From an optimization exercise on the open Yosys and OpenROAD flow, aimed at small area, a short achievable clock period and few clock cycles; shortcuts taken in it are not production practice.
Where RTL was checked, it was by simulation tests only, not by an equivalence proof against the original.
For runs 1 to 5, only the layout was checked, not whether the RTL still works.
Power figures rest on the tool's default switching activity, not on a simulated workload.

<file path="design/flow/run.sh">
#!/bin/bash
# synth_recipe.tcl (not shown) runs the flow's synth.tcl, then flattens the netlist and writes it again
# the make line also repeats each setting of config.mk as NAME=value (left out here)
make -C /OpenROAD-flow-scripts/flow DESIGN_CONFIG=/design/flow/config.mk WORK_HOME=/design/flow/orfs CLKGATE_MAP_FILE= SYNTH_SCRIPT=/design/flow/synth_recipe.tcl finish
</file>
<file path="design/flow/config.mk">
export PLATFORM = sky130hd
export DESIGN_NAME = demosaic
export DESIGN_NICKNAME = demosaic
export VERILOG_FILES = /design/flow/design.v
export SDC_FILE = /design/flow/constraint.sdc
export NUM_CORES = 4
export LEC_CHECK = 0
export ABC_CLOCK_PERIOD_IN_PS = 2200
export CAP_MARGIN = 20
export CORE_MARGIN = 2
export CORE_UTILIZATION = 40
export PLACE_DENSITY = 0.6
export SETUP_SLACK_MARGIN = 2.8
export SLEW_MARGIN = 20
</file>
<file path="design/flow/constraint.sdc">
create_clock -name core_clock -period 5.0 [get_ports {clk}]
set_input_delay 1.0000 -clock core_clock [delete_from_list [all_inputs] [get_ports {clk}]]
set_output_delay 1.0000 -clock core_clock [all_outputs]
set_load 0.01 [all_outputs]
</file>
<file path="design/flow/design.v">
module demosaic(clk, reset, in_en, data_in, wr_r, addr_r, wdata_r, rdata_r, wr_g, addr_g, wdata_g, rdata_g, wr_b, addr_b, wdata_b, rdata_b, done);
input clk;
input reset;
input in_en;
input [7:0] data_in;
output reg wr_r;
output [13:0] addr_r;
output reg [7:0] wdata_r;
input [7:0] rdata_r;
output reg wr_g;
output reg [13:0] addr_g;
output reg [7:0] wdata_g;
input [7:0] rdata_g;
output reg wr_b;
output [13:0] addr_b;
output reg [7:0] wdata_b;
input [7:0] rdata_b;
output reg done;
reg        fill;
reg [6:0]  r;             
reg [7:0]  q;             
reg [3:0]  ph;            
reg        first;         
reg        second;        
reg [7:0]  rg, rr, rb;    
reg [7:0]  xb;            
reg [9:0]  p;             
reg [8:0]  ya;            
reg [7:0]  half;          
reg [9:0]  d;             
reg [7:0]  xn;            
reg [13:0] addr_rb;
assign addr_r = addr_rb;
assign addr_b = addr_rb;
wire       odd  = r[0];
wire [7:0] rv   = odd ? rr : rb;
wire [7:0] rh   = odd ? rb : rr;
wire [6:0] rm1 = r - 7'd1;
wire [6:0] rp1 = r + 7'd1;
wire [6:0] qc  = q[6:0];
wire [6:0] qm4 = qc - 7'd4;
wire [6:0] qm1 = qc - 7'd1;
wire [6:0] qp1 = qc + 7'd1;
wire [6:0] qp2 = qc + 7'd2;
wire       last = q[7] & (q[6:1] == 6'd1);
wire       endc = ph[2] & last & (r == 7'd127);
wire [9:0] g_sum = p + {2'b0, rg};
wire [9:0] v_sum = {1'b0, ya} + {2'b0, rv};
wire [9:0] v_a = ph[1] ? {half, 2'b0} : d;
wire [9:0] h_a = {1'b0, xn, 1'b0};
wire [9:0] ar = odd ? v_a : h_a;
wire [9:0] br = odd ? (ph[1] ? 10'd0 : {2'b0, rr}) : {1'b0, rr, 1'b0};
wire [9:0] ab = odd ? h_a : v_a;
wire [9:0] bb = odd ? {1'b0, rb, 1'b0} : (ph[1] ? 10'd0 : {2'b0, rb});
wire [9:0] r_sum = ar + br;
wire [9:0] b_sum = ab + bb;
always @(posedge clk) begin
    rg <= rdata_g;
    rr <= rdata_r;
    rb <= rdata_b;
    wdata_g <= fill ? g_sum[9:2] : data_in;
    if (!fill || odd || ph[0]) wdata_r <= fill ? r_sum[9:2] : data_in;
    if (!fill || !odd || ph[0]) wdata_b <= fill ? b_sum[9:2] : data_in;
end
always @(posedge clk) begin
    if (reset) begin
        fill <= 1'b0;
        r <= 7'd0;
        q <= 8'd0;
        ph <= 4'd0;
        first <= 1'b1;
        second <= 1'b0;
        done <= 1'b0;
        wr_r <= 1'b0;
        wr_g <= 1'b0;
        wr_b <= 1'b0;
        addr_g <= 14'd0;
        addr_rb <= 14'd0;
    end else if (!fill) begin
        addr_g <= {r, qc};
        addr_rb <= {r, qc};
        wr_g <= in_en & (r[0] == qc[0]);
        wr_r <= in_en & !r[0] & qc[0];
        wr_b <= in_en & r[0] & !qc[0];
        if (in_en) begin
            q[6:0] <= qp1;
            if (qc == 7'd127) begin
                r <= rp1;
                if (r == 7'd127) begin
                    fill <= 1'b1;
                    ph <= 4'b1000;
                end
            end
        end
    end else begin
        ph <= {ph[2:0], ph[3]};
        wr_r <= 1'b0;
        wr_g <= 1'b0;
        wr_b <= 1'b0;
        if (ph[3]) addr_g <= first ? {r, qc} : {rm1, qm1};
        if (ph[0]) addr_g <= {rp1, qm1};
        if (ph[1]) begin
            addr_g <= {r, qp2};
            if (first) xb <= rg; else p <= g_sum;
        end
        if (ph[2]) begin
            addr_g <= {r, qm1};
            wr_g <= !first;
        end
        if (ph[3]) begin
            p <= {2'b0, xb} + {2'b0, rg};
            xb <= rg;
        end
        if (ph[3]) addr_rb <= {rm1, qc};
        if (ph[0]) begin
            addr_rb <= {rp1, qc};
            xn <= rh;
        end
        if (ph[1]) begin
            addr_rb <= {r, qm4};
            wr_r <= !first & !second;
            wr_b <= !first & !second;
            d <= v_sum;
            half <= ya[8:1];
            ya <= {1'b0, rv};
        end
        if (ph[2]) begin
            addr_rb <= {r, qm1};
            wr_r <= !first & odd;
            wr_b <= !first & !odd;
            ya <= v_sum[8:0];
            q <= last ? {7'd0, rp1[0]} : q + 8'd2;
            if (last) r <= rp1;
            first <= last;
            second <= first;
        end
        if (done || endc) begin
            wr_r <= 1'b0; wr_g <= 1'b0; wr_b <= 1'b0;
        end
        if (endc) done <= 1'b1;
    end
end
endmodule
</file>
==> out/metrics.csv, run 1 <==
metric,value,unit
Core ar.,0.02169,mm^2
r2r setup slk,2.37,ns
clock-pin slew on the worst setup and hold paths,0.07,ns
number of diodes,0,
Max Cap Viol,0,
"Primary FF master, synth",dfxtp_1,
number of synthesized flops with an enable pin,69,
crit path kind,flip-flop to flip-flop,
CTS buffer count,17,
Max Buffers Root-to-Sink,2,
critical path's slowest cell,dfxtp_4,
largest net degree at the start of global routing,46,
global route total overflow,0,
Wirelength per Cell,17.53,um
CP bufs+invs,2,
Die Y,152.4,um
Slew HR,45.44,%
Hold Path Class,flip-flop to flip-flop,
first-pass GRT wire length,37720,um
# nets final,1144,
H-tree levels,4,
Global Route Usage Sum,20.08,%
RSZ-0062 raised after global routing,yes,
"Req. time, crit path",5.16,ns
synth unique cells,72,
CP cell instances,buf_12 -> mux2_4 -> ha_4 -> fa_2 -> a21o_1 -> a21oi_4 -> buf_6 -> o21ai_4 -> mux2i_1 -> a31oi_1,
sequential fraction of the synthesis area,43.06,%
hold_ws,0.4633,ns
post-synth top area share,23.52,%
fmax,379.9,MHz
worst r2r src,r[0],
Synth Instances,931,
Syn-to-layout area delta,34.06,%
Pre-Repair DR Iteration Count,5,
data arrival time of the critical path,2.79,ns
Detailed Route Iter0 Violations,476,
asr flop ratio synth,0,%
startpoint types,flip-flop,
CTS root buf,clkbuf_16,
period utilization,52.64,%
Lkg Pwr,4.719,nW
Synth Register Bits,155,
Peak supply drop,161.4,uV
total power density per cell area,246.9,mW/mm^2
Min-Delay Endpoint,second,
Port Buffers,104,
Worst Reg-to-Reg Cells,10,
Tot Pwr,0.002916,W
DRC viols,0,
run status,finished clean,
layout cell share with drive strength beyond 1,23.71,%
Finish-stage setup viols,0,
Die W,152.4,um
worst-margin pin slew,0.8173,ns
Worst Clk Skew,0.01189,ns
Post-Syn Area per Cell,9.463,um^2
Final min period,2.632,ns
hold path depth,2,
syn_nets,1021,
area of the die,0.02323,mm^2
final WL,23610,um
starting density of the core,40.62,%
antenna-violating nets left,0,
Yosys warnings,1,
top fanout value on the critical path,7,
worst hold start,second,
initial antenna violation count,0,
placed wire-length estimate,15580,um
terminus of the critical flop-to-flop path,ya[6],
Fillers,1930,
Critical Path End Type,flip-flop,
I/O Pins,105,
total vias in the final route,7373,
"CP delay by family, top",compound AO/OA/AOI/OAI gates,
max-slew violations,0,
placer congestion estimate,0.8401,
Rows,54,
CTS tree,yes,
Critical Path Max Stage Delay,0.43,ns
synthesized area,0.008810,mm^2
cell taking the most area after synthesis,edfxtp_1,
DR vias/cell,5.474,
post-cts hold buffer count,0,
final hold vios,0,
Setup TNS Final,0,ns
Clock Sinks,155,
vias in the first global route,6993,
worst-skew pair later-pin latency,0.43,ns
largest cells by area after synthesis,"edfxtp_1 (24%), dfxtp_1 (20%), ha_1 (7.4%)",
-- worst max path at each step --
stage                     startpoint         end  slack [ns]  cells past startpoint
after floorplan                ph[1]  wdata_b[5]        2.38                     10
final                           r[0]       ya[6]        2.37                     10
after global routing            r[0]       ya[6]        2.31                     10
after CTS                      ph[1]  wdata_r[5]        2.48                     11
after global placement         ph[1]  wdata_r[7]        1.93                      9
after detailed placement       ph[1]  wdata_r[7]        1.91                      9
-- synthesized netlist by cell type (13+ instances only) --
library cell / number
nand2_1: 114
dfxtp_1: 86
nor2_1: 86
edfxtp_1: 69
ha_1: 52
a21oi_1: 50
o21ai_0: 48
mux2_2: 33
xnor2_1: 32
a211oi_1: 28
clkbuf_1: 28
nand3_1: 22
a21o_1: 19
inv_1: 16
xor2_1: 16
buf_4: 15
nor2b_1: 14
nor3_1: 14
a31oi_1: 13
-- worst reg2reg max path, delay by kind of cell, from the launching register on --
family	cells	cell delay, ns
compound gates	4	0.58
flops	1	0.43
mux	2	0.56
fa+ha+maj	2	0.51
buf+inv	2	0.29
-- cells by family after synthesis --
kind of cell | count (synthesis) | share of synthesized area [%]
muxes | 41 | 5.127
and+or+nand+nor | 309 | 16.26
DFF | 155 | 43.06
AOI/OAI and AO/OA | 237 | 17.85
buffers and inverters | 86 | 4.857
xor gates and xnor gates | 48 | 4.772
adders and majority gates | 55 | 8.067
-- state kept, by name, summed over array words and instances, names as in the netlist, 4 cells and up --
register / flops
r: 7
addr_rb: 14
ya: 9
rr: 8
q: 8
wdata_g: 8
wdata_b: 8
wdata_r: 8
p: 10
addr_g: 14
xn: 8
half: 8
ph: 4
rb: 8
xb: 8
rg: 8
d: 10
-- placed cells by master (no fill, tap or decap), drive strengths merged, types with 22 or more instances in the layout --
cell type	Yosys	final
dfxtp	86	86
clkdlybuf4s50	0	33
nand3	22	22
o21ai	48	48
nand2	114	114
nor2	87	87
mux2	33	33
ha	52	52
a21oi	50	50
edfxtp	69	69
a211oi	28	28
dlygate4sd2	0	68
xnor2	32	32
clkbuf	28	22
buf	39	65
-- stage by stage --
step	util (%)	setup WS, ns	cells	cell area, um^2
detailed placement	46.41	1.913	1256	10060
global placement	46.41	1.930	1256	10060
floorplan	-	2.377	931	9022
global route	54.45	2.314	1347	11810
finish	54.45	2.368	1347	11810
CTS	51.71	2.480	1322	11210
-- area by class of cell --
| type | count | area, um^2 | share of cell area, % |
|---|---|---|---|
| sequential | 155 | 3816 | 32.31 |
| inverter | 19 | 83.83 | 0.7098 |
| timing repair buffer | 170 | 1607 | 13.60 |
| tap | 280 | 350.3 | 2.966 |
| multi-input combinational | 691 | 5381 | 45.57 |
| clock inverter | 11 | 111.4 | 0.9429 |
| clock buffer | 21 | 460.4 | 3.899 |
-- metal layers --
layer | track usage [%] | vias up | part of all wire (%)
li1 | - | 3638 | -
met1 | 28.42 | 3531 | 48
met2 | 31.62 | 188 | 47
met3 | 3.697 | 16 | 4.4
met4 | 5.518 | 0 | 0.79
met5 | 0 | - | 0
-- timing repair --
item                       in CTS  in global routing
cloned                          2                  1
buffers inserted               32                 24
setup endpoints to repair     200                 90
pin swaps                      34                 36
resized for setup             150                 86
-- power breakdown --
group,switching [W],total (W),internal [W]
registers,0.0000210,0.00137,0.00134
clock network,0.000554,0.00127,0.000719
logic,0.000138,0.000278,0.000140
total,0.000713,0.00292,0.00220
==> run 2, diff against run 1 <==
--- a/design/flow/design.v
+++ b/design/flow/design.v
@@ -22,7 +22,7 @@
 reg [3:0]  ph;            
 reg        first;         
 reg        second;        
-reg [7:0]  rg, rr, rb;    
+reg [7:0]  rg, rx;        
 reg [7:0]  xb;            
 reg [9:0]  p;             
 reg [8:0]  ya;            
@@ -33,8 +33,8 @@
 assign addr_r = addr_rb;
 assign addr_b = addr_rb;
 wire       odd  = r[0];
-wire [7:0] rv   = odd ? rr : rb;
-wire [7:0] rh   = odd ? rb : rr;
+wire [7:0] rv   = rx;
+wire [7:0] rh   = rx;
 wire [6:0] rm1 = r - 7'd1;
 wire [6:0] rp1 = r + 7'd1;
 wire [6:0] qc  = q[6:0];
@@ -46,21 +46,16 @@
 wire       endc = ph[2] & last & (r == 7'd127);
 wire [9:0] g_sum = p + {2'b0, rg};
 wire [9:0] v_sum = {1'b0, ya} + {2'b0, rv};
-wire [9:0] v_a = ph[1] ? {half, 2'b0} : d;
-wire [9:0] h_a = {1'b0, xn, 1'b0};
-wire [9:0] ar = odd ? v_a : h_a;
-wire [9:0] br = odd ? (ph[1] ? 10'd0 : {2'b0, rr}) : {1'b0, rr, 1'b0};
-wire [9:0] ab = odd ? h_a : v_a;
-wire [9:0] bb = odd ? {1'b0, rb, 1'b0} : (ph[1] ? 10'd0 : {2'b0, rb});
-wire [9:0] r_sum = ar + br;
-wire [9:0] b_sum = ab + bb;
+wire [9:0] d_sum = d + {2'b0, rv};
+wire [8:0] h_sum = {1'b0, xn} + {1'b0, rh};
+wire [7:0] v_wdata = ph[1] ? half : d_sum[9:2];
+wire [7:0] h_wdata = h_sum[8:1];
 always @(posedge clk) begin
     rg <= rdata_g;
-    rr <= rdata_r;
-    rb <= rdata_b;
+    rx <= (odd ^ ph[3]) ? rdata_r : rdata_b;
     wdata_g <= fill ? g_sum[9:2] : data_in;
-    if (!fill || odd || ph[0]) wdata_r <= fill ? r_sum[9:2] : data_in;
-    if (!fill || !odd || ph[0]) wdata_b <= fill ? b_sum[9:2] : data_in;
+    if (!fill || odd || ph[0]) wdata_r <= !fill ? data_in : odd ? v_wdata : h_wdata;
+    if (!fill || !odd || ph[0]) wdata_b <= !fill ? data_in : odd ? h_wdata : v_wdata;
 end
 always @(posedge clk) begin
     if (reset) begin
==> design/flow/flow/run.sh (new file) <==
#!/bin/bash
# The standard layout (the standard.sh, unchanged synthesis), except that
# the port buffers that global placement inserts on every input and output
# are sky130_fd_sc_hd__buf_2 rather than the default cell.
set -euo pipefail
export BUFFER_PORTS_ARGS="-buffer_cell sky130_fd_sc_hd__buf_2"
bash standard.sh finish > make_finish.log 2>&1
==> design/flow/standard.sh (new file) <==
#!/bin/bash
# synth_recipe.tcl (not shown) runs the flow's synth.tcl, then flattens the netlist and writes it again
# the make line also repeats each setting of config.mk as NAME=value (left out here)
make -C /OpenROAD-flow-scripts/flow DESIGN_CONFIG=/design/flow/config.mk WORK_HOME=/design/flow/orfs CLKGATE_MAP_FILE= SYNTH_SCRIPT=/design/flow/synth_recipe.tcl "${@:-finish}"
removed: design/flow/run.sh
==> run 2 against run 1 <==
Net effect:
- still clean
- via count fell by 10%
- maximum frequency up 19%
- cell area is 17% lower
- clock power down 7%
- largest cell class unchanged
==> out/metrics.csv, run 2 <==
metric,value,unit
run status,finished clean,
# nets final,1025,
clock-pin slew on the worst setup and hold paths,0.06,ns
top fanout value on the critical path,6,
Max Cap Viol,0,
vias in the first global route,6194,
first-pass GRT wire length,32430,um
switching power share of the total,25.32,%
Clock Sinks,147,
synthesized area,0.008119,mm^2
largest net degree at the start of global routing,55,
critical path's slowest cell,dfxtp_2,
Lkg Pwr,3.847,nW
"Top cell by count, worst path",buf_6,
total vias in the final route,6624,
Layout Cell Area excl Fill,0.009853,mm^2
starting density of the core,40.38,%
Final WS setup,2.783,ns
sequential fraction of the synthesis area,44.75,%
Min-Delay Endpoint,addr_g[2],
Wirelength per Cell,17.04,um
antenna-violating nets left,0,
Yosys warnings,1,
final hold vios,0,
global route total overflow,0,
Critical Path Max Stage Delay,0.38,ns
CP bufs+invs,4,
cell taking the most area after synthesis,edfxtp_1,
Hold Path Class,flip-flop to flip-flop,
DRC viols,0,
area of the die,0.02145,mm^2
Place WS,2.187,ns
Final min period,2.217,ns
RSZ-0062 raised after global routing,yes,
data arrival time of the critical path,2.40,ns
worst hold start,addr_g[2],
Placed Cells incl. Taps,1167,
I/O Pins,105,
DR vias/cell,5.434,
max-slew violations,0,
Pre-Repair DR Iteration Count,5,
hold path depth,2,
asr flop ratio synth,0,%
Rows,52,
layout cell share with drive strength beyond 1,29.19,%
Finish-stage setup viols,0,
Die W,146.5,um
sw power,0.0006882,W
crit path kind,flip-flop to flip-flop,
Die Y,146.5,um
Slew HR,45.15,%
fmax,451.1,MHz
placed cell area,0.008747,mm^2
post-synth top area share,25.52,%
number of synthesized flops with an enable pin,69,
Syn-to-layout area delta,21.36,%
CTS tree,yes,
"most common cell after layout, fill and taps aside",buf_2,
"count leader, synth",nor2_1,
final WL,20780,um
Flop pwr share,47.8,%
CTS buffer count,17,
period utilization,44.34,%
worst-skew pair later-pin latency,0.43,ns
synth cell count leaders,"nor2_1 (93), nand2_1 (88), dfxtp_1 (78), edfxtp_1 (69), a21oi_1 (59)",
number of diodes,0,
Max Buffers Root-to-Sink,2,
CTS root buf,clkbuf_16,
placed wire-length estimate,14290,um
worst r2r src,rx[0],
Core ar.,0.02010,mm^2
"Req. time, crit path",5.18,ns
worst-margin pin slew,0.8216,ns
final std cells w/o fill,1219,
syn_nets,936,
initial antenna violation count,0,
Gate power share,8.6,%
"Primary FF master, synth",dfxtp_1,
Setup TNS Final,0,ns
clock power share,43.6,%
Top Registers,"addr_g: 14 flops, addr_rb: 14 flops",
Critical Path End Type,flip-flop,
post-cts hold buffer count,0,
largest cells by area after synthesis,"edfxtp_1 (26%), dfxtp_1 (19%), ha_1 (7.7%)",
Worst Reg-to-Reg Cells,10,
total power density per cell area,275.8,mW/mm^2
CP cell instances,ha_2 -> fa_2 -> a21o_1 -> a21oi_2 -> buf_4 -> buf_6 -> buf_6 -> buf_6 -> xnor2_4 -> mux2_4,
Tot Pwr,0.002718,W
Post-Syn Area per Cell,9.586,um^2
Detailed Route Iter0 Violations,558,
startpoint types,flip-flop,
synth unique cells,70,
terminus of the critical flop-to-flop path,ya[4],
placer congestion estimate,0.8455,
Global Route Usage Sum,18.97,%
"commonest cells after routing, fill and taps aside","buf_2 (104), nand2_1 (88), nor2_1 (86)",
Worst Clk Skew,0.01908,ns
r2r setup slk,2.78,ns
H-tree levels,4,
"CP delay by family, top",adder cells,
Synth Instances,847,
Port Buffers,104,
Peak supply drop,220.4,uV
Int Power,0.002030,W
Synth Register Bits,147,
run 2: cell count changes in the layout (fill, tap and decap cells not counted), sizes merged, moves of 8 or more:
cell and delta:
dlygate4sd2 -68, dfxtp -8, clkdlybuf4s50 -33, nand3 -11, mux2 -15, buf +65, a211oi -12, nor2b -8
nand2 -26, a21oi +10
run 2: final cells by class:
cell class                      instances  area [um^2]
Fill cell                            1871        10250
Multi-Input combinational cell        617         4503
Sequential cell                       147         3659
Timing Repair Buffer                  130        726.9
Clock buffer                           19        432.9
Tap cell                              270        337.8
Clock inverter                         13        103.9
Inverter                               23        90.09
run 2: logic make-up (layout without fill, tap and decap cells):
group | after synthesis | after routing | synth area share (%)
AOI/OAI and AO/OA | 237 | 237 | 19.40
xor gates and xnor gates | 48 | 48 | 5.178
adders and majority gates | 54 | 54 | 8.692
buffers and inverters | 83 | 185 | 4.854
DFF | 147 | 147 | 44.75
muxes | 22 | 22 | 2.990
and+or+nand+nor | 256 | 256 | 14.13
run 2: per-layer routing:
| metal | up-vias | global-route usage, % | share of wire, % |
|---|---|---|---|
| met4 | 0 | 5.437 | 1.3 |
| met2 | 183 | 30.99 | 48 |
| met1 | 3163 | 25.68 | 46 |
| met3 | 20 | 3.750 | 4.8 |
| li1 | 3258 | - | - |
| met5 | - | 0 | 0 |
run 2: stage by stage:
stage | util (%) | hold WS (ns)
after global routing | 49.01 | 0.4778
after global placement | 43.51 | 0.4469
after detailed placement | 43.51 | 0.4539
after floorplan | - | 0.4334
final | 49.01 | 0.4617
after CTS | 47.44 | 0.4630
run 2: what timing repair did:
item / 4_1_cts / 5_1_grt
setup buffers: 13 / 7
gates cloned: 0 / 0
gates resized for setup: 41 / 59
pin swaps: 18 / 33
endpoints found under the setup margin: 89 / 58
run 2: power groups by stage:
stage / Clock, W / Sequential (W) / Combinational, W
floorplan: 0 / 0.00132 / 0.000131
global placement: 0 / 0.00133 / 0.000193
detailed placement: 0 / 0.00133 / 0.000194
CTS: 0.00120 / 0.00130 / 0.000210
global route: 0.00126 / 0.00130 / 0.000256
finish: 0.00118 / 0.00130 / 0.000233
run 2: how the worst max path moves through the flow:
stage / start / endpoint / slack, ns / depth (start not counted)
2_1_floorplan: reset / xb[0] / 2.77 / 3
3_3_place_gp: ph[2] / addr_rb[1] / 2.25 / 4
3_5_place_dp: ph[2] / addr_rb[1] / 2.19 / 4
4_1_cts: ya[0] / d[8] / 2.68 / 8
5_1_grt: ya[0] / ya[8] / 2.67 / 8
6_report: rx[0] / ya[4] / 2.78 / 10
run 2: worst min-delay path, delay by kind of cell, from the launching register on:
| family | cells | cell delay, ns |
|---|---|---|
| AOI/OAI and AO/OA | 1 | 0.05 |
| and+or+nand+nor | 1 | 0.05 |
| DFF | 1 | 0.31 |
==> run 3, diff against run 2 <==
==> design/flow/flow/run.sh (replaced) <==
#!/bin/bash
# The standard layout (the standard.sh, unchanged synthesis), except that
# the port buffers that global placement inserts on every input and output
# are sky130_fd_sc_hd__buf_1 rather than the default cell.
set -euo pipefail
export BUFFER_PORTS_ARGS="-buffer_cell sky130_fd_sc_hd__buf_1"
bash standard.sh finish > make_finish.log 2>&1
==> run 3 against run 2 <==
Net effect:
- cell area decreased by 0.19%
- register-to-register slack is essentially flat
- via count fell by 1.2%
- total power increased by 4.4%
- utilization down 0.093 points
- largest cell class unchanged
- largest power group is now clock
- highest routed layer unchanged
==> out/metrics.csv, run 3 <==
metric,value,unit
crit path from,p[0],
total power density per cell area,288.5,mW/mm^2
H-tree levels,4,
max-slew violations,0,
Syn-to-layout area delta,21.13,%
Final min period,2.207,ns
sequential fraction of the synthesis area,44.75,%
Max Cap Viol,0,
DR vias/cell,5.361,
register area,0.003654,mm^2
placed wire-length estimate,13930,um
Pre-Repair DR Iteration Count,6,
Port Buffers,104,
Max Buffers Root-to-Sink,2,
final hold vios,0,
number of synthesized flops with an enable pin,69,
Flop pwr share,45.9,%
synth unique cells,70,
total vias in the final route,6546,
Hold Path Class,flip-flop to flip-flop,
fmax,453.0,MHz
switching power share of the total,23.15,%
Worst Reg-to-Reg Cells,8,
Slew HR,47.91,%
cell taking the most area after synthesis,edfxtp_1,
asr flop ratio synth,0,%
Synth Register Bits,147,
terminus of the critical flop-to-flop path,p[8],
startpoint types,flip-flop,
CTS tree,yes,
post-synth top area share,25.52,%
area of the die,0.02145,mm^2
Critical Path End,p[8],
CTS root buf,clkbuf_16,
sw power,0.0006569,W
DRC viols,0,
placer congestion estimate,0.8367,
final WL,20310,um
"Req. time, crit path",5.17,ns
Int Power,0.002180,W
Fillers,1870,
clock-pin slew on the worst setup and hold paths,0.06,ns
Wirelength per Cell,16.64,um
layout cell share with drive strength beyond 1,18.51,%
largest cells by area after synthesis,"edfxtp_1 (26%), dfxtp_1 (19%), ha_1 (7.7%)",
Critical Path End Type,flip-flop,
Yosys warnings,1,
placed cell area,0.008626,mm^2
Die Y,146.5,um
synth cell count leaders,"nor2_1 (93), nand2_1 (88), dfxtp_1 (78), edfxtp_1 (69), a21oi_1 (59)",
# nets final,1027,
starting density of the core,40.38,%
Global Route Usage Sum,18.81,%
Detailed Route Iter0 Violations,471,
largest net degree at the start of global routing,56,
crit path kind,flip-flop to flip-flop,
initial antenna violation count,0,
worst r2r src,p[0],
Post-Syn Area per Cell,9.586,um^2
Lkg Pwr,3.524,nW
"Primary FF master, synth",dfxtp_1,
top fanout value on the critical path,2,
"count leader, synth",nor2_1,
Finish-stage setup viols,0,
first-pass GRT wire length,32080,um
Layout Cell Area excl Fill,0.009834,mm^2
worst-margin pin slew,0.7803,ns
Rows,52,
Synth Instances,847,
syn_nets,936,
antenna-violating nets left,0,
worst-skew pair later-pin latency,0.42,ns
Clock Sinks,147,
Setup TNS Final,0,ns
synthesized area,0.008119,mm^2
Gate power share,7.9,%
r2r setup slk,2.79,ns
Peak supply drop,216.8,uV
Top Registers,"addr_g: 14 flops, addr_rb: 14 flops",
Tot Pwr,0.002837,W
run status,finished clean,
Worst Clk Skew,0.008852,ns
period utilization,44.15,%
post-cts hold buffer count,0,
Die W,146.5,um
data arrival time of the critical path,2.38,ns
number of diodes,0,
"commonest cells after routing, fill and taps aside","buf_1 (103), nand2_1 (86), nor2_1 (83)",
I/O Pins,105,
CTS buffer count,17,
multi-input logic area,0.004532,mm^2
vias in the first global route,6059,
clock power share,46.3,%
"most common cell after layout, fill and taps aside",buf_1,
Core ar.,0.02010,mm^2
RSZ-0062 raised after global routing,yes,
global route total overflow,0,
-- run 3: layout make-up --
cell class	count	area share, %
Clock inverter	12	1.565
Clock buffer	20	4.542
Sequential cell	147	37.15
Multi-Input combinational cell	617	46.08
Inverter	23	0.9415
Tap cell	270	3.435
Timing Repair Buffer	132	6.285
-- run 3: through the flow --
| step | util, % | setup slack [ns] | hold WS (ns) | std cells |
|---|---|---|---|---|
| after floorplan | - | 2.766 | 0.4334 | 847 |
| after global placement | 42.91 | 2.099 | 0.4471 | 1168 |
| after detailed placement | 42.91 | 2.037 | 0.4499 | 1168 |
| after CTS | 47.22 | 2.604 | 0.4592 | 1211 |
| after global routing | 48.92 | 2.663 | 0.4884 | 1221 |
| final | 48.92 | 2.793 | 0.4572 | 1221 |
-- run 3: how the worst min path moves through the flow --
stage,start,end,depth (start not counted)
4_1_cts,second,second,2
6_report,second,second,2
3_5_place_dp,second,second,2
5_1_grt,ya[4],half[3],0
2_1_floorplan,ya[2],half[1],0
3_3_place_gp,ya[2],half[1],0
-- run 3: critical path, stage by stage, from the launching register on --
cell,delay [ns]
edfxtp_1,0.41
ha_4,0.18
fa_2,0.34
a21o_1,0.18
a21oi_2,0.16
o21ai_1,0.10
o41ai_2,0.24
xor2_1,0.23
mux2i_1,0.10
-- run 3: kinds of logic (layout without fill, tap and decap cells) --
logic type | count (synthesis) | count (layout) | synth area share [%]
buffers and inverters | 83 | 187 | 4.854
XOR/XNOR | 48 | 48 | 5.178
AND/OR/NAND/NOR | 256 | 256 | 14.13
AO/OA/AOI/OAI | 237 | 237 | 19.40
adder cells (fa/ha/maj) | 54 | 54 | 8.692
flip-flops | 147 | 147 | 44.75
multiplexers | 22 | 22 | 2.990
-- run 3: power by group through the flow --
stage / registers [W] / logic [W] / clock network (W)
CTS: 0.00130 / 0.000203 / 0.00134
floorplan: 0.00132 / 0.000131 / 0
global route: 0.00130 / 0.000248 / 0.00139
finish: 0.00130 / 0.000224 / 0.00131
detailed placement: 0.00133 / 0.000188 / 0
global placement: 0.00133 / 0.000187 / 0
-- run 3: what timing repair did --
item / 4_1_cts / 5_1_grt
setup endpoints to repair: 107 / 95
buffers inserted: 11 / 10
resized for setup: 42 / 58
pin swaps: 13 / 32
-- run 3: metal layers --
layer	vias to the layer above	part of all wire, %	track usage, %
li1	3261	-	-
met1	3087	46	25.53
met2	171	48	30.40
met3	27	4.8	3.906
met4	0	1.3	5.631
met5	-	0	0
==> run 4, diff against run 3 <==
--- a/design/flow/design.v
+++ b/design/flow/design.v
@@ -9,7 +9,7 @@
 input [7:0] rdata_r;
 output reg wr_g;
 output reg [13:0] addr_g;
-output reg [7:0] wdata_g;
+output [7:0] wdata_g;
 input [7:0] rdata_g;
 output reg wr_b;
 output [13:0] addr_b;
@@ -30,6 +30,7 @@
 reg [9:0]  d;             
 reg [7:0]  xn;            
 reg [13:0] addr_rb;
+assign wdata_g = p[9:2];
 assign addr_r = addr_rb;
 assign addr_b = addr_rb;
 wire       odd  = r[0];
@@ -44,7 +45,7 @@
 wire [6:0] qp2 = qc + 7'd2;
 wire       last = q[7] & (q[6:1] == 6'd1);
 wire       endc = ph[2] & last & (r == 7'd127);
-wire [9:0] g_sum = p + {2'b0, rg};
+wire [9:0] g_sum = (ph[3] ? {2'b0, xb} : p) + {2'b0, rg};
 wire [9:0] v_sum = {1'b0, ya} + {2'b0, rv};
 wire [9:0] d_sum = d + {2'b0, rv};
 wire [8:0] h_sum = {1'b0, xn} + {1'b0, rh};
@@ -53,7 +54,6 @@
 always @(posedge clk) begin
     rg <= rdata_g;
     rx <= (odd ^ ph[3]) ? rdata_r : rdata_b;
-    wdata_g <= fill ? g_sum[9:2] : data_in;
     if (!fill || odd || ph[0]) wdata_r <= !fill ? data_in : odd ? v_wdata : h_wdata;
     if (!fill || !odd || ph[0]) wdata_b <= !fill ? data_in : odd ? h_wdata : v_wdata;
 end
@@ -74,6 +74,7 @@
     end else if (!fill) begin
         addr_g <= {r, qc};
         addr_rb <= {r, qc};
+        p <= {data_in, 2'b00};
         wr_g <= in_en & (r[0] == qc[0]);
         wr_r <= in_en & !r[0] & qc[0];
         wr_b <= in_en & r[0] & !qc[0];
@@ -101,9 +102,10 @@
         if (ph[2]) begin
             addr_g <= {r, qm1};
             wr_g <= !first;
+            p <= g_sum;
         end
         if (ph[3]) begin
-            p <= {2'b0, xb} + {2'b0, rg};
+            p <= g_sum;
             xb <= rg;
         end
         if (ph[3]) addr_rb <= {rm1, qc};
--- a/design/flow/config.mk
+++ b/design/flow/config.mk
@@ -12,3 +12,4 @@
 export PLACE_DENSITY = 0.6
 export SETUP_SLACK_MARGIN = 2.8
 export SLEW_MARGIN = 20
+export TNS_END_PERCENT = 10
==> run 4 against run 3 <==
Net effect:
- worst setup slack worse by 0.18 ns
- final cell count down 7.1%
- global-route usage down 0.19 points
- flip-flop and latch count down 8
- register-to-register slack worse by 0.18 ns
- non-clock buffer count down 6
- first-iteration DRC count down 20%
- routed wire length down 7.7%
- synthesized cell count down 7.4%
- count of clock-buffer cells in the layout up 4
- worst hold slack worse by 0.011 ns
- critical endpoint is now p[6]
- largest cell class unchanged
==> out/metrics.csv, run 4 <==
metric,value,unit
Synth Register Bits,139,
Setup TNS Final,0,ns
Clock Sinks,139,
Final min period,2.388,ns
Critical Path End,p[6],
Worst Clk Skew,0.01168,ns
critical path's slowest cell,dfxtp_4,
Synth Instances,784,
Peak supply drop,227.4,uV
Rows,50,
largest net degree at the start of global routing,46,
number of diodes,0,
starting density of the core,40.92,%
layout cell share with drive strength beyond 1,14.19,%
CTS root buf,clkbuf_16,
simple-gate portion of the synthesized area,13.98,%
total vias in the final route,5982,
vias in the first global route,5647,
Wirelength per Cell,16.53,um
"count leader, synth",nor2_1,
Synth Area in Compound Gates,17.39,%
terminus of the critical flop-to-flop path,p[6],
Top Registers,"addr_g: 14 flops, addr_rb: 14 flops",
Lkg Pwr,3.344,nW
Layout Cell Area excl Fill,0.009076,mm^2
main combinational cell family by area after synthesis,compound AO/OA/AOI/OAI gates,
"commonest cells after routing, fill and taps aside","buf_1 (103), nor2_1 (85), edfxtp_1 (69)",
antenna-violating nets left,0,
cell taking the most area after synthesis,edfxtp_1,
Syn-to-layout area delta,17.80,%
largest cells by area after synthesis,"edfxtp_1 (27%), dfxtp_1 (18%), ha_1 (6.8%)",
worst r2r src,ph[3],
crit path from,ph[3],
startpoint types,flip-flop,
Max Cap Viol,0,
r2r setup slk,2.61,ns
# nets final,941,
Critical Path End Type,flip-flop,
first-pass GRT wire length,29440,um
mux contribution to synthesized area,4.872,%
global route total overflow,0,
Slew HR,26.49,%
Hold Path Class,flip-flop to flip-flop,
Worst Reg-to-Reg Cells,9,
Core ar.,0.01883,mm^2
synth cell count leaders,"nor2_1 (85), dfxtp_1 (70), edfxtp_1 (69), nand2_1 (58), a21oi_1 (48)",
post-synth top area share,26.89,%
initial antenna violation count,0,
Max Buffers Root-to-Sink,2,
period utilization,47.76,%
Port Buffers,104,
final hold vios,0,
Die Y,142.8,um
CP bufs+invs,0,
Post-Syn Area per Cell,9.828,um^2
CTS buffer count,17,
DR vias/cell,5.275,
RSZ-0062 raised after global routing,yes,
Die W,142.8,um
worst-margin pin slew,1.095,ns
Detailed Route Iter0 Violations,377,
crit path kind,flip-flop to flip-flop,
hold path depth,0,
"most common cell after layout, fill and taps aside",buf_1,
sequential fraction of the synthesis area,45.08,%
clock-pin slew on the worst setup and hold paths,0.06,ns
"Primary FF master, synth",dfxtp_1,
Crit path depth,9,
DRC viols,0,
number of synthesized flops with an enable pin,69,
run status,finished clean,
total power density per cell area,304.3,mW/mm^2
worst-skew pair later-pin latency,0.43,ns
fmax,418.8,MHz
CP cell instances,mux2_4 -> ha_4 -> fa_2 -> a21o_1 -> a21oi_2 -> o21bai_2 -> a21oi_2 -> xnor2_1 -> mux2_4,
synthesized area,0.007705,mm^2
syn_nets,864,
Yosys warnings,1,
area of the die,0.02039,mm^2
I/O Pins,105,
xor-xnor portion of the synthesized cell area,5.684,%
H-tree levels,4,
asr flop ratio synth,0,%
Pre-Repair DR Iteration Count,5,
placed cell area,0.008183,mm^2
Critical Path Max Stage Delay,0.39,ns
top fanout value on the critical path,4,
CTS tree,yes,
Adder-Cell Fraction of Synth Area,7.600,%
"CP delay by family, top",compound AO/OA/AOI/OAI gates,
placed wire-length estimate,13110,um
Finish-stage setup viols,0,
placer congestion estimate,0.8377,
"Req. time, crit path",5.18,ns
data arrival time of the critical path,2.57,ns
Global Route Usage Sum,18.62,%
max-slew violations,0,
final WL,18740,um
synth unique cells,71,
run 4: final cells by class:
cell class,instances,area (um^2)
fillers,1770,9754
repair buffers,126,569.3
clock buffers,24,535.5
clock inverters,8,77.57
inverters,18,71.32
multi-input cells,559,4004
flip-flops and latches,139,3493
well taps,260,325.3
run 4: kinds of logic after synthesis:
kind of cell	count (synthesis)
adder cells (fa/ha/maj)	45
AND/OR/NAND/NOR	229
XOR/XNOR	50
buffers and inverters	86
flip-flops	139
AO/OA/AOI/OAI	201
multiplexers	34
run 4: worst register-to-register path: cells and delay by family (launching register included):
kind,cells,cell delay [ns]
XOR/XNOR,1,0.08
flip-flops,1,0.39
multiplexers,2,0.57
adder cells (fa/ha/maj),2,0.50
AO/OA/AOI/OAI,4,0.59
run 4: per-stage QoR:
stage	setup WS (ns)	cells	util, %	hold WS (ns)	total power [W]
after CTS	2.588	1132	47.64	0.4416	0.002781
after global routing	2.521	1134	48.20	0.4662	0.002854
final	2.612	1134	48.20	0.4458	0.002762
after global placement	2.300	1088	43.46	0.4428	0.001465
after detailed placement	2.247	1088	43.46	0.4315	0.001468
after floorplan	2.386	784	-	0.4148	0.001412
run 4: how the worst min path moves through the flow:
stage | start | endpoint | slack, ns
global placement | rg[5] | xb[5] | 0.44
floorplan | rg[2] | xb[2] | 0.41
detailed placement | rg[3] | xb[3] | 0.43
CTS | rg[3] | xb[3] | 0.44
global route | rg[3] | xb[3] | 0.47
finish | rg[3] | xb[3] | 0.45
run 4: what timing repair did:
action / in CTS / in global routing
cloned: 0 / 0
resized for setup: 21 / 21
hold buffers: 0 / 0
endpoints found under the setup margin: 77 / 82
hold endpoints to repair: 0 / 0
pin swaps: 16 / 4
buffers inserted: 12 / 2
run 4: report_power, final:
group / total [W] / switching [W] / internal, W
Sequential: 0.00124 / 0.0000216 / 0.00122
Clock: 0.00130 / 0.000498 / 0.000801
Combinational: 0.000225 / 0.000123 / 0.000102
run 4: routing by layer:
layer,track usage (%),vias to the layer above,share of wire [%]
met5,0,-,0
met4,6.931,0,1.8
met1,24.92,2812,48
li1,-,3000,-
met2,30.39,142,47
met3,3.052,28,3.5
==> run 5, diff against run 4 <==
--- a/design/flow/config.mk
+++ b/design/flow/config.mk
@@ -12,4 +12,3 @@
 export PLACE_DENSITY = 0.6
 export SETUP_SLACK_MARGIN = 2.8
 export SLEW_MARGIN = 20
-export TNS_END_PERCENT = 10
==> run 5 against run 4 <==
Net effect:
- still clean
- cell area is 3.5% higher
- first-iteration DRC count is 18% lower
- routed wire length grew 5.2%
- non-clock buffer count increased by 13
- global-route usage grew 0.90 points
- critical path type unchanged
==> out/metrics.csv, run 5 <==
metric,value,unit
H-tree levels,4,
Max Buffers Root-to-Sink,2,
worst r2r src,ph[3],
starting density of the core,40.92,%
max-slew violations,0,
Clock Sinks,139,
switching power share of the total,25.41,%
Syn-to-layout area delta,21.91,%
Final min period,2.447,ns
Finish-stage setup viols,0,
Synth Register Bits,139,
largest cells by area after synthesis,"edfxtp_1 (27%), dfxtp_1 (18%), ha_1 (6.8%)",
Adder-Cell Fraction of Synth Area,7.600,%
Pre-Repair DR Iteration Count,5,
Wirelength per Cell,17.20,um
synth unique cells,71,
I/O Pins,105,
Post-Syn Area per Cell,9.828,um^2
Slew HR,29.67,%
placed cell area,0.008203,mm^2
vias in the first global route,5691,
final WL,19730,um
Die Y,142.8,um
syn_nets,864,
area of the die,0.02039,mm^2
largest net degree at the start of global routing,54,
Detailed Route Iter0 Violations,309,
Global Route Usage Sum,19.52,%
"Req. time, crit path",5.17,ns
period utilization,48.95,%
startpoint types,flip-flop,
placer congestion estimate,0.9110,
Lkg Pwr,3.425,nW
met2 usage,31.15,%
multi-input logic area,0.004237,mm^2
GRT busiest layer,met2,
clock-pin slew on the worst setup and hold paths,0.06,ns
Top Registers,"addr_g: 14 flops, addr_rb: 14 flops",
"count leader, synth",nor2_1,
"most common cell after layout, fill and taps aside",buf_1,
synthesized area,0.007705,mm^2
mux contribution to synthesized area,4.872,%
"commonest cells after routing, fill and taps aside","buf_1 (103), nor2_1 (83), edfxtp_1 (69)",
worst-margin pin slew,1.047,ns
register area,0.003498,mm^2
Rows,50,
CTS tree,yes,
layout cell share with drive strength beyond 1,19.62,%
worst-skew pair later-pin latency,0.43,ns
run status,finished clean,
antenna-violating nets left,0,
Core ar.,0.01883,mm^2
CP cell instances,mux2_4 -> ha_4 -> fa_2 -> a21o_1 -> a21oi_2 -> o21bai_2 -> a221oi_2 -> xnor2_1 -> o21ai_1,
RSZ-0062 raised after global routing,yes,
placed wire-length estimate,13430,um
worst hold start,second,
sequential fraction of the synthesis area,45.08,%
final hold vios,0,
post-synth top area share,26.89,%
Setup TNS Final,0,ns
Gate power share,9.3,%
GRT met3 Usage,3.689,%
Synth Area in Compound Gates,17.39,%
simple-gate portion of the synthesized area,13.98,%
Max Cap Viol,0,
xor-xnor portion of the synthesized cell area,5.684,%
asr flop ratio synth,0,%
hold_ws,0.4607,ns
Critical Path Max Stage Delay,0.40,ns
Yosys warnings,1,
top fanout value on the critical path,4,
CTS root buf,clkbuf_16,
Peak supply drop,239.2,uV
total vias in the final route,6150,
number of diodes,0,
total power density per cell area,288.3,mW/mm^2
Synth Instances,784,
post-cts hold buffer count,0,
M1 GR Usage,26.16,%
Flop pwr share,45.7,%
crit path kind,flip-flop to flip-flop,
critical path's slowest cell,dfxtp_4,
Fillers,1753,
initial antenna violation count,0,
Port Buffers,104,
"Primary FF master, synth",dfxtp_1,
number of synthesized flops with an enable pin,69,
Worst Clk Skew,0.01094,ns
Critical Path End Type,flip-flop,
cell taking the most area after synthesis,edfxtp_1,
first-pass GRT wire length,30660,um
sw power,0.0006882,W
synth cell count leaders,"nor2_1 (85), dfxtp_1 (70), edfxtp_1 (69), nand2_1 (58), a21oi_1 (48)",
DRC viols,0,
fmax,408.6,MHz
# nets final,954,
Die W,142.8,um
clock power share,45.0,%
Int Power,0.002020,W
DR vias/cell,5.362,
CTS buffer count,17,
Hold Path Class,flip-flop to flip-flop,
crit path from,ph[3],
main combinational cell family by area after synthesis,compound AO/OA/AOI/OAI gates,
global route total overflow,0,
data arrival time of the critical path,2.61,ns
Layout Cell Area excl Fill,0.009393,mm^2
run 5: worst paths after layout:
kind	to	slack, ns	cells after the start
min reg2reg	second	0.46	2
max reg2reg	p[8]	2.55	9
min	second	0.46	2
max	p[8]	2.55	9
run 5: final cells by class:
class                   count  share of cell area (%)
inverters                  18                  0.7859
repair buffers            139                   7.326
multi-input cells         559                   45.10
flip-flops and latches    139                   37.25
well taps                 260                   3.463
clock inverters            12                   1.106
clock buffers              20                   4.969
run 5: power by group through the flow:
| stage | Sequential (W) | Combinational, W | Clock [W] |
|---|---|---|---|
| 6_report | 0.00124 | 0.000252 | 0.00122 |
| 5_1_grt | 0.00124 | 0.000276 | 0.00129 |
| 4_1_cts | 0.00124 | 0.000225 | 0.00124 |
| 3_5_place_dp | 0.00126 | 0.000207 | 0 |
| 3_3_place_gp | 0.00126 | 0.000206 | 0 |
| 2_1_floorplan | 0.00126 | 0.000155 | 0 |
run 5: kinds of logic (layout without fill, tap and decap cells):
| kind of cell | count (synthesis) | after routing |
|---|---|---|
| AND/OR/NAND/NOR | 229 | 229 |
| adder cells (fa/ha/maj) | 45 | 45 |
| AO/OA/AOI/OAI | 201 | 201 |
| multiplexers | 34 | 34 |
| XOR/XNOR | 50 | 50 |
| buffers and inverters | 86 | 189 |
| flip-flops | 139 | 139 |
run 5: worst max-delay path, delay by kind of cell (launching register included):
family	cells	cell delay (ns)
compound gates	5	0.80
fa+ha+maj	2	0.51
flops	1	0.40
mux	1	0.32
xor+xnor	1	0.16
run 5: per-layer routing:
layer,wire [um],part of all wire [%]
met5,0,0
met4,378,1.9
met3,820,4.2
met2,9596,49
met1,8930,45
run 5: stage by stage:
step / utilization (%) / instances / setup WS (ns) / total power [W]
2_1_floorplan: - / 784 / 2.386 / 0.001414
3_3_place_gp: 43.56 / 1086 / 2.132 / 0.001470
3_5_place_dp: 43.56 / 1086 / 2.045 / 0.001471
4_1_cts: 48.26 / 1135 / 2.572 / 0.002705
5_1_grt: 49.88 / 1147 / 2.464 / 0.002802
6_report: 49.88 / 1147 / 2.553 / 0.002708
run 5: repair_timing:
action | in CTS | in global routing
buffers inserted | 17 | 12
setup endpoints to repair | 88 | 53
pin swaps | 21 | 37
gates resized for setup | 38 | 47
gates cloned | 0 | 0
==> run 6, diff against run 5 <==
--- a/design/flow/design.v
+++ b/design/flow/design.v
@@ -45,7 +45,7 @@
 wire [6:0] qp2 = qc + 7'd2;
 wire       last = q[7] & (q[6:1] == 6'd1);
 wire       endc = ph[2] & last & (r == 7'd127);
-wire [9:0] g_sum = (ph[3] ? {2'b0, xb} : p) + {2'b0, rg};
+wire [9:0] g_sum = p + {2'b0, rg};
 wire [9:0] v_sum = {1'b0, ya} + {2'b0, rv};
 wire [9:0] d_sum = d + {2'b0, rv};
 wire [8:0] h_sum = {1'b0, xn} + {1'b0, rh};
@@ -105,7 +105,7 @@
             p <= g_sum;
         end
         if (ph[3]) begin
-            p <= g_sum;
+            p <= {2'b0, xb} + {2'b0, rg};
             xb <= rg;
         end
         if (ph[3]) addr_rb <= {rm1, qc};
--- a/design/flow/config.mk
+++ b/design/flow/config.mk
@@ -5,10 +5,11 @@
 export SDC_FILE = /design/flow/constraint.sdc
 export NUM_CORES = 4
 export LEC_CHECK = 0
-export ABC_CLOCK_PERIOD_IN_PS = 2200
+export ABC_CLOCK_PERIOD_IN_PS = 1700
 export CAP_MARGIN = 20
 export CORE_MARGIN = 2
 export CORE_UTILIZATION = 40
 export PLACE_DENSITY = 0.6
 export SETUP_SLACK_MARGIN = 2.8
 export SLEW_MARGIN = 20
+export TNS_END_PERCENT = 10
==> run 6 against run 5 <==
Net effect:
- critical endpoint is now xb[7]
- non-clock buffer count fell by 24
- total power rose by 0.65%
- critical path type is now input port to flip-flop
- combinational power fell by 13%
- die area rose by 2.9%
- count of clock-buffer cells in the layout rose by 1
- clock power rose by 4%
- largest power group is now clock
- first-iteration DRC count rose by 29%
- utilization fell by 2.8 points
- final cell count rose by 1.7%
- area after synthesis rose by 3.0%
==> out/metrics.csv, run 6 <==
metric,value,unit
Layout Cell Area excl Fill,0.009170,mm^2
synth unique cells,65,
critical path's slowest cell,nor2_1,
layout cell share with drive strength beyond 1,11.97,%
I/O Pins,105,
"Req. time, crit path",5.05,ns
number of diodes,0,
Critical Path End Type,flip-flop,
final core utilization,47.12,%
Fillers,1833,
largest cells by area after synthesis,"edfxtp_1 (26%), dfxtp_1 (18%), ha_1 (7.9%)",
starting density of the core,40.77,%
Worst Clk Skew,0.01036,ns
RSZ-0062 raised after global routing,yes,
Synth Register Bits,139,
sequential fraction of the synthesis area,43.77,%
Worst Reg-to-Reg Cells,6,
area of the die,0.02098,mm^2
cell taking the most area after synthesis,edfxtp_1,
Synth Instances,824,
Wirelength per Cell,16.21,um
Top Registers,"addr_g: 14 flops, addr_rb: 14 flops",
asr flop ratio synth,0,%
Rows,51,
"Primary FF master, synth",dfxtp_1,
initial antenna violation count,0,
period utilization,45.79,%
CTS root buf,clkbuf_16,
Hold Path Class,flip-flop to flip-flop,
placer congestion estimate,0.8371,
Die W,144.8,um
Slew HR,33.29,%
CTS buffer count,17,
synth cell count leaders,"nor2_1 (76), dfxtp_1 (70), edfxtp_1 (69), nand2_1 (69), a21oi_1 (51)",
Setup TNS Final,0,ns
Max Cap Viol,0,
antenna-violating nets left,0,
top fanout value on the critical path,55,
"count leader, synth",nor2_1,
Global Route Usage Sum,18.37,%
placed wire-length estimate,13830,um
multi-input logic area,0.004204,mm^2
"CP delay by family, top",simple AND/OR/NAND/NOR gates,
placed cell area,0.008354,mm^2
largest net degree at the start of global routing,56,
H-tree levels,4,
Syn-to-layout area delta,15.56,%
Critical Path Max Stage Delay,0.57,ns
post-synth top area share,26.11,%
CP cell instances,clkbuf_2 -> buf_4 -> nand2b_1 -> nor2_1,
worst-margin pin slew,0.9935,ns
Max Buffers Root-to-Sink,2,
register area,0.003483,mm^2
CTS tree,yes,
Detailed Route Iter0 Violations,399,
Pre-Repair DR Iteration Count,5,
Place WS,2.215,ns
run status,finished clean,
max-slew violations,0,
synthesized area,0.007935,mm^2
global route total overflow,0,
syn_nets,913,
vias in the first global route,5748,
Core ar.,0.01946,mm^2
startpoint types,input port,
CP bufs+invs,2,
fmax,436.8,MHz
Lkg Pwr,3.337,nW
Clock Sinks,139,
worst-skew pair later-pin latency,0.42,ns
final WL,18910,um
data arrival time of the critical path,2.34,ns
first-pass GRT wire length,29810,um
DR vias/cell,5.345,
Die Y,144.8,um
Post-Syn Area per Cell,9.630,um^2
hold path depth,2,
total power density per cell area,297.3,mW/mm^2
"most common cell after layout, fill and taps aside",buf_1,
Peak supply drop,256.3,uV
Final min period,2.289,ns
clock-pin slew on the worst setup and hold paths,0.06,ns
total vias in the final route,6238,
Crit path depth,4,
DRC viols,0,
Finish-stage setup viols,0,
crit path kind,input port to flip-flop,
Port Buffers,104,
# nets final,978,
number of synthesized flops with an enable pin,69,
Final WS setup,2.711,ns
Yosys warnings,1,
final hold vios,0,
"commonest cells after routing, fill and taps aside","buf_1 (103), nor2_1 (74), edfxtp_1 (69)",
[run 6: cell types whose count changed after synthesis, moves of 6 or more]
cell,delta
o21ai_0,+13
o21ai_1,-6
nand2_1,+11
mux2_2,-9
nor3_1,+13
ha_1,+8
nor2_1,-9
nor2b_1,+7
a21o_1,-6
[run 6: final cells by class]
class | count | share of cell area [%]
Inverter | 21 | 0.9005
Timing Repair Buffer | 115 | 5.253
Multi-Input combinational cell | 595 | 45.85
Tap cell | 265 | 3.616
Clock buffer | 21 | 4.803
Clock inverter | 11 | 1.596
Sequential cell | 139 | 37.99
[run 6: report_power, final]
| group | internal [W] | switching [W] |
|---|---|---|
| sequential | 0.00122 | 0.0000230 |
| combinational | 0.0000936 | 0.000124 |
| clock | 0.000784 | 0.000485 |
[run 6: timing repair]
action / CTS / global route
hold buffers: 0 / 0
setup endpoints to repair: 85 / 121
hold endpoints to repair: 0 / 0
pin swaps: 0 / 8
gates resized for setup: 5 / 42
buffers inserted: 1 / 4
[run 6: worst paths after layout]
| path | startpoint | to | slack [ns] |
|---|---|---|---|
| max | reset | xb[7] | 2.71 |
| min | addr_g[1] | addr_g[1] | 0.46 |
| max reg2reg | ph[0] | addr_g[13] | 2.79 |
| min reg2reg | addr_g[1] | addr_g[1] | 0.46 |
[run 6: logic make-up (layout without fill, tap and decap cells)]
| family | count (synthesis) | count (layout) | synth area share, % |
|---|---|---|---|
| fa+ha+maj | 54 | 54 | 8.893 |
| xor+xnor | 50 | 50 | 5.519 |
| flops | 139 | 139 | 43.77 |
| buf+inv | 90 | 168 | 5.535 |
| compound gates | 217 | 217 | 17.91 |
| mux | 25 | 25 | 3.390 |
| simple gates | 249 | 249 | 14.98 |
[run 6: layer usage]
layer  wire [um]  GRT usage [%]  vias up  part of all wire (%)
met1        9072          25.78     2913                    48
met2        8665          28.05      170                    46
li1            -              -     3129                     -
met4         266          5.979        0                   1.4
met5           0              0        -                     0
met3         908          4.179       26                   4.8
[run 6: worst min-delay path, cell delays in order (launching register included)]
cell	delay, ns
dfxtp_1	0.31
nand2_1	0.06
a21oi_1	0.05
[run 6: stage by stage]
step / cells / hold slack, ns / total power, W
after floorplan: 824 / 0.4334 / 0.001412
after global placement: 1130 / 0.4473 / 0.001468
after detailed placement: 1130 / 0.4531 / 0.001469
after CTS: 1163 / 0.4619 / 0.002737
after global routing: 1167 / 0.4851 / 0.002827
final: 1167 / 0.4594 / 0.002726
Testbench counts of run 6, summed over its fixed seeds: cycles 802,816.
==> run 7, diff against run 6 <==
==> design/flow/config.mk (replaced) <==
export PLATFORM = sky130hd
export DESIGN_NAME = demosaic
export DESIGN_NICKNAME = demosaic
export VERILOG_FILES = /design/flow/design.v
export SDC_FILE = /design/flow/constraint.sdc
export NUM_CORES = 4
export LEC_CHECK = 0
export CAP_MARGIN = 20
export CORE_MARGIN = 2
export CORE_UTILIZATION = 40
export PLACE_DENSITY = 0.6
export SETUP_SLACK_MARGIN = 2.5
export SLEW_MARGIN = 20
export TNS_END_PERCENT = 10
==> run 7 against run 6 <==
Net effect:
- count of clock-buffer cells in the layout fell by 1
- area after synthesis did not move
- non-clock buffer count fell by 5
- die area did not move
- routed wire length fell by 0.60%
- clock power rose by 12%
- final cell count fell by 0.43%
- synthesized cell count did not move
- sequential power barely moved
- via count fell by 0.56%
- combinational power fell by 5%
- critical endpoint is now wdata_b[6]
- largest cell class unchanged
- highest routed layer unchanged
==> out/metrics.csv, run 7 <==
metric,value,unit
Global Route Usage Sum,18.48,%
antenna-violating nets left,0,
Critical Path End Type,flip-flop,
cell taking the most area after synthesis,edfxtp_1,
period utilization,47.71,%
final std cells w/o fill,1162,
Peak supply drop,244.4,uV
starting density of the core,40.77,%
clock-pin slew on the worst setup and hold paths,0.06,ns
number of synthesized flops with an enable pin,69,
initial antenna violation count,0,
crit path kind,flip-flop to flip-flop,
synth unique cells,65,
layout cell share with drive strength beyond 1,7.246,%
global route total overflow,0,
"Req. time, crit path",5.15,ns
asr flop ratio synth,0,%
top fanout value on the critical path,6,
Tot Pwr,0.002864,W
placed wire-length estimate,13870,um
H-tree levels,4,
Pre-Repair DR Iteration Count,5,
vias in the first global route,5774,
CTS tree,yes,
worst hold start,addr_g[5],
Post-Syn Area per Cell,9.630,um^2
CP bufs+invs,0,
sequential fraction of the synthesis area,43.77,%
CTS buffer count,17,
largest net degree at the start of global routing,56,
Rows,51,
worst-skew pair later-pin latency,0.42,ns
Critical Path Max Stage Delay,0.50,ns
"most common cell after layout, fill and taps aside",buf_1,
"Primary FF master, synth",dfxtp_1,
Max Buffers Root-to-Sink,2,
CP cell instances,ha_1 -> a31o_2 -> a21oi_1 -> o21ai_0 -> nand2_1 -> mux2i_1 -> o211ai_1,
Top Registers,"addr_g: 14 flops, addr_rb: 14 flops",
Port Buffers,104,
Die Y,144.8,um
crit path from,rx[1],
synth cell count leaders,"nor2_1 (76), dfxtp_1 (70), edfxtp_1 (69), nand2_1 (69), a21oi_1 (51)",
final WL,18800,um
data arrival time of the critical path,2.54,ns
Syn-to-layout area delta,13.78,%
fmax,419.2,MHz
max-slew violations,0,
syn_nets,913,
DR vias/cell,5.338,
first-pass GRT wire length,30030,um
I/O Pins,105,
Die W,144.8,um
M1 GR Usage,25.86,%
r2r setup slk,2.61,ns
number of diodes,0,
Hold Path Class,flip-flop to flip-flop,
Finish-stage setup viols,0,
CTS root buf,clkbuf_16,
Setup TNS Final,0,ns
"count leader, synth",nor2_1,
RSZ-0062 raised after global routing,yes,
total vias in the final route,6203,
worst-margin pin slew,0.9841,ns
GRT busiest layer,met2,
synthesized area,0.007935,mm^2
met2 usage,29.00,%
"commonest cells after routing, fill and taps aside","buf_1 (103), nor2_1 (75), dfxtp_1 (70)",
Clock Sinks,139,
Detailed Route Iter0 Violations,403,
run status,finished clean,
Slew HR,33.92,%
worst r2r src,rx[1],
Synth Register Bits,139,
post-synth top area share,26.11,%
Yosys warnings,1,
post-cts hold buffer count,0,
area of the die,0.02098,mm^2
startpoint types,flip-flop,
Core ar.,0.01946,mm^2
Placed Cells incl. Taps,1130,
"CP delay by family, top",compound AO/OA/AOI/OAI gates,
hold_ws,0.4518,ns
Wirelength per Cell,16.18,um
Worst Clk Skew,0.01206,ns
Lkg Pwr,3.331,nW
final core utilization,46.39,%
Synth Instances,824,
DRC viols,0,
# nets final,973,
GRT met3 Usage,3.883,%
total power density per cell area,317.2,mW/mm^2
Fillers,1821,
final hold vios,0,
placer congestion estimate,0.8690,
Final min period,2.385,ns
Max Cap Viol,0,
largest cells by area after synthesis,"edfxtp_1 (26%), dfxtp_1 (18%), ha_1 (7.9%)",
critical path's slowest cell,dfxtp_1,
run 7: cell count changes in the layout (fill, tap and decap cells not counted), sizes merged:
cell / previous run / this run
inv: 20 / 21
clkinv: 7 / 4
clkbuf: 22 / 21
buf: 114 / 109
bufinv: 3 / 6
run 7: path summary, 6_finish.rpt:
path | to | cells past startpoint
hold reg to reg | addr_g[5] | 2
hold / removal | addr_g[5] | 2
setup reg to reg | wdata_b[6] | 7
setup / recovery | wdata_b[6] | 7
run 7: tightest hold or removal path, cell delays in order (launching register included):
cell,delay [ns]
dfxtp_1,0.31
nand2_1,0.05
a21oi_1,0.05
run 7: per-stage QoR:
stage / worst slack, ns / instance area, um^2
floorplan: 2.530 / 7938
global placement: 2.159 / 8346
detailed placement: 2.190 / 8346
CTS: 2.573 / 9012
global route: 2.433 / 9029
finish: 2.615 / 9029
run 7: cell families after synthesis:
| group | Yosys count | share of synthesized area (%) |
|---|---|---|
| AOI/OAI and AO/OA | 217 | 17.91 |
| xor gates and xnor gates | 50 | 5.519 |
| adders and majority gates | 54 | 8.893 |
| buffers and inverters | 90 | 5.535 |
| DFF | 139 | 43.77 |
| muxes | 25 | 3.390 |
| and+or+nand+nor | 249 | 14.98 |
run 7: layout make-up:
class                   instances  area (um^2)  share of cell area, %
clock inverters                12        220.2                  2.439
clock buffers                  20        446.7                  4.947
repair buffers                110        440.4                  4.878
multi-input cells             595         4038                  44.72
well taps                     265        331.6                  3.672
flip-flops and latches        139         3473                  38.47
inverters                      21        78.83                 0.8731
run 7: metal layers:
layer,part of all wire [%],vias to the layer above
li1,-,3129
met1,48,2906
met2,46,144
met3,4.7,24
met4,1.6,0
met5,0,-
run 7: timing repair:
item	4_1_cts	5_1_grt
buffers inserted	0	0
gates resized for setup	0	3
setup endpoints to repair	0	51
run 7: report_power, final:
group	total (W)	internal [W]	switching, W
sequential	0.00124	0.00122	0.0000226
clock	0.00142	0.000947	0.000471
combinational	0.000207	0.0000877	0.000119
==> run 8, diff against run 7 <==
--- a/design/flow/config.mk
+++ b/design/flow/config.mk
@@ -9,6 +9,6 @@
 export CORE_MARGIN = 2
 export CORE_UTILIZATION = 40
 export PLACE_DENSITY = 0.6
-export SETUP_SLACK_MARGIN = 2.5
+export SETUP_SLACK_MARGIN = 3.3
 export SLEW_MARGIN = 20
 export TNS_END_PERCENT = 10
==> run 8 against run 7 <==
Net effect:
- first-iteration DRC count rose by 29%
- flip-flop and latch count did not move
- largest cell class unchanged
- worst hold slack improved by 0.0024 ns
- count of clock-buffer cells in the layout decreased by 3
- combinational power increased by about 20%
==> out/metrics.csv, run 8 <==
metric,value,unit
register area,0.003537,mm^2
Port Buffers,104,
"commonest cells after routing, fill and taps aside","buf_1 (103), nor2_1 (69), edfxtp_1 (69)",
max-slew violations,0,
"most common cell after layout, fill and taps aside",buf_1,
Synth Instances,824,
main combinational cell family by area after synthesis,compound AO/OA/AOI/OAI gates,
Max Buffers Root-to-Sink,2,
antenna-violating nets left,0,
Slew HR,32.52,%
Lkg Pwr,3.547,nW
post-synth top area share,26.11,%
Fillers,1811,
"Req. time, crit path",5.18,ns
I/O Pins,105,
Worst Reg-to-Reg Cells,8,
placed wire-length estimate,14170,um
total vias in the final route,6422,
Rows,51,
Detailed Route Iter0 Violations,518,
worst hold start,addr_g[1],
Max Cap Viol,0,
H-tree levels,4,
worst r2r src,rg[0],
Finish-stage setup viols,0,
CTS tree,yes,
placer congestion estimate,0.8754,
r2r setup slk,2.86,ns
Top Registers,"addr_g: 14 flops, addr_rb: 14 flops",
"CP delay by family, top",compound AO/OA/AOI/OAI gates,
period utilization,42.86,%
Setup TNS Final,0,ns
final std cells w/o fill,1189,
multi-input logic area,0.004456,mm^2
DR vias/cell,5.401,
final WL,20700,um
DRC viols,0,
terminus of the critical flop-to-flop path,p[4],
Syn-to-layout area delta,23.62,%
final hold vios,0,
synthesized area,0.007935,mm^2
clock-pin slew on the worst setup and hold paths,0.06,ns
Wirelength per Cell,17.41,um
run status,finished clean,
"Primary FF master, synth",dfxtp_1,
largest cells by area after synthesis,"edfxtp_1 (26%), dfxtp_1 (18%), ha_1 (7.9%)",
initial antenna violation count,0,
Min-Delay Endpoint,addr_g[1],
Global Route Usage Sum,20.37,%
xor-xnor portion of the synthesized cell area,5.519,%
Post-Syn Area per Cell,9.630,um^2
largest net degree at the start of global routing,44,
starting density of the core,40.77,%
vias in the first global route,6140,
first-pass GRT wire length,32860,um
synth cell count leaders,"nor2_1 (76), dfxtp_1 (70), edfxtp_1 (69), nand2_1 (69), a21oi_1 (51)",
Critical Path End Type,flip-flop,
sequential fraction of the synthesis area,43.77,%
RSZ-0062 raised after global routing,yes,
# nets final,1000,
Hold Path Class,flip-flop to flip-flop,
asr flop ratio synth,0,%
CP cell instances,ha_2 -> fa_2 -> a21o_1 -> a21oi_2 -> buf_4 -> xnor2_1 -> nand2_1 -> a31o_2,
final core utilization,50.40,%
Synth Area in Compound Gates,17.91,%
"count leader, synth",nor2_1,
hold_ws,0.4542,ns
synth unique cells,65,
worst-skew pair later-pin latency,0.43,ns
fmax,466.6,MHz
Synth Register Bits,139,
startpoint types,flip-flop,
CP bufs+invs,1,
crit path kind,flip-flop to flip-flop,
Peak supply drop,228.1,uV
data arrival time of the critical path,2.32,ns
Worst Clk Skew,0.01529,ns
mux contribution to synthesized area,3.390,%
number of diodes,0,
global route total overflow,0,
area of the die,0.02098,mm^2
Pre-Repair DR Iteration Count,5,
CTS buffer count,17,
layout cell share with drive strength beyond 1,20.35,%
total power density per cell area,287.6,mW/mm^2
simple-gate portion of the synthesized area,14.98,%
Crit path depth,8,
critical path's slowest cell,dfxtp_1,
Final min period,2.143,ns
hold path depth,2,
worst-margin pin slew,1.005,ns
Placed Cells incl. Taps,1129,
syn_nets,913,
Core ar.,0.01946,mm^2
Yosys warnings,1,
Clock Sinks,139,
Die W,144.8,um
top fanout value on the critical path,3,
cell taking the most area after synthesis,edfxtp_1,
Die Y,144.8,um
CTS root buf,clkbuf_16,
number of synthesized flops with an enable pin,69,
post-cts hold buffer count,0,
Adder-Cell Fraction of Synth Area,8.893,%
Critical Path Max Stage Delay,0.36,ns
run 8: how the worst max path moves through the flow:
stage,to,startpoint,slack (ns)
after global placement,r[5],in_en,2.45
after detailed placement,r[5],in_en,2.41
after CTS,p[6],xb[0],2.82
after floorplan,addr_g[13],r[0],2.82
after global routing,ya[7],ya[4],2.78
final,p[4],rg[0],2.86
run 8: logic make-up (layout without fill, tap and decap cells):
kind of cell             after synthesis  count (layout)
AO/OA/AOI/OAI                        217             217
XOR/XNOR                              50              50
adder cells (fa/ha/maj)               54              54
buffers and inverters                 90             190
flip-flops                           139             139
multiplexers                          25              25
AND/OR/NAND/NOR                      249             249
run 8: through the flow:
| stage | power [W] | setup WS (ns) | area [um^2] |
|---|---|---|---|
| 2_1_floorplan | 0.001414 | 2.821 | 8016 |
| 3_5_place_dp | 0.001471 | 2.407 | 8376 |
| 6_report | 0.002822 | 2.857 | 9809 |
| 4_1_cts | 0.002823 | 2.820 | 9659 |
| 5_1_grt | 0.002910 | 2.776 | 9809 |
| 3_3_place_gp | 0.001469 | 2.452 | 8376 |
run 8: where the power goes:
group	total (W)	internal [W]	switching, W	leakage [nW]
Sequential	0.00124	0.00121	0.0000230	1.25
Clock	0.00134	0.000834	0.000505	0.303
Combinational	0.000248	0.000111	0.000137	2.00
run 8: per-layer routing:
metal  up-vias  share of wire [%]  GRT usage [%]
li1       3187                  -              -
met1      3022                 48          28.68
met2       187                 46          31.83
met3        26                5.4          4.212
met4         0                1.5          5.570
met5         -                  0              0
run 8: layout make-up:
class	count	share of cell area [%]
multi-input combinational	595	45.42
clock buffer	17	4.337
clock inverter	15	1.977
inverter	21	0.9949
tap	265	3.380
timing repair buffer	137	7.832
sequential	139	36.06
run 8: timing repair:
| action | CTS | global route |
|---|---|---|
| setup endpoints to repair | 221 | 215 |
| cloned | 2 | 0 |
| setup buffers | 21 | 5 |
| pin swaps | 30 | 9 |
| gates resized for setup | 111 | 25 |
run 8: tightest hold or removal path, cell delays in order, from the launching register on:
cell and delay [ns]:
dfxtp_1 0.31, nand2_1 0.05, a21oi_1 0.05

## afterwards: timing with drivers on the ports
In the flow no input, the clock included, has a driving cell. The finished layouts below were timed again as built, in two steps. Step 1 assumes that a clkbuf_16 drives the clock port and a buf_2 every other input. Step 2 moves the port delays by t, midway between the first and last clock arrival at a register: inputs arrive t later, outputs are due t later. That takes back most of the time a late clock gives input paths. a / b / c = ideal ports / drivers / drivers and shift; a / b = the first two.
run | shift t [ns] | setup slack, ns | worst setup path at the end | clock arrival spread, ns | slew at the worst register clock pin (ns)
run 1 | 0.472 | 2.368 / 2.368 / 2.368 | register to register | 0.012 / 0.012 | 0.07 / 0.07
run 2 | 0.467 | 2.783 / 2.783 / 2.584 | input to register | 0.019 / 0.019 | 0.07 / 0.07
run 3 | 0.468 | 2.793 / 2.793 / 2.389 | input to register | 0.012 / 0.011 | 0.07 / 0.07
run 4 | 0.469 | 2.612 / 2.612 / 2.295 | input to register | 0.012 / 0.012 | 0.06 / 0.06
run 5 | 0.472 | 2.553 / 2.553 / 2.465 | input to register | 0.012 / 0.012 | 0.07 / 0.07
run 6 | 0.461 | 2.711 / 2.725 / 2.264 | input to register | 0.010 / 0.010 | 0.06 / 0.06
run 7 | 0.454 | 2.615 / 2.615 / 2.214 | input to register | 0.013 / 0.013 | 0.06 / 0.06
run 8 | 0.468 | 2.857 / 2.857 / 2.679 | input to register | 0.016 / 0.017 | 0.07 / 0.07
After both steps every run listed still meets setup and hold. The setup slack of run 6, which loses most, moves by +0.014 ns with the drivers and by -0.447 ns with both steps.
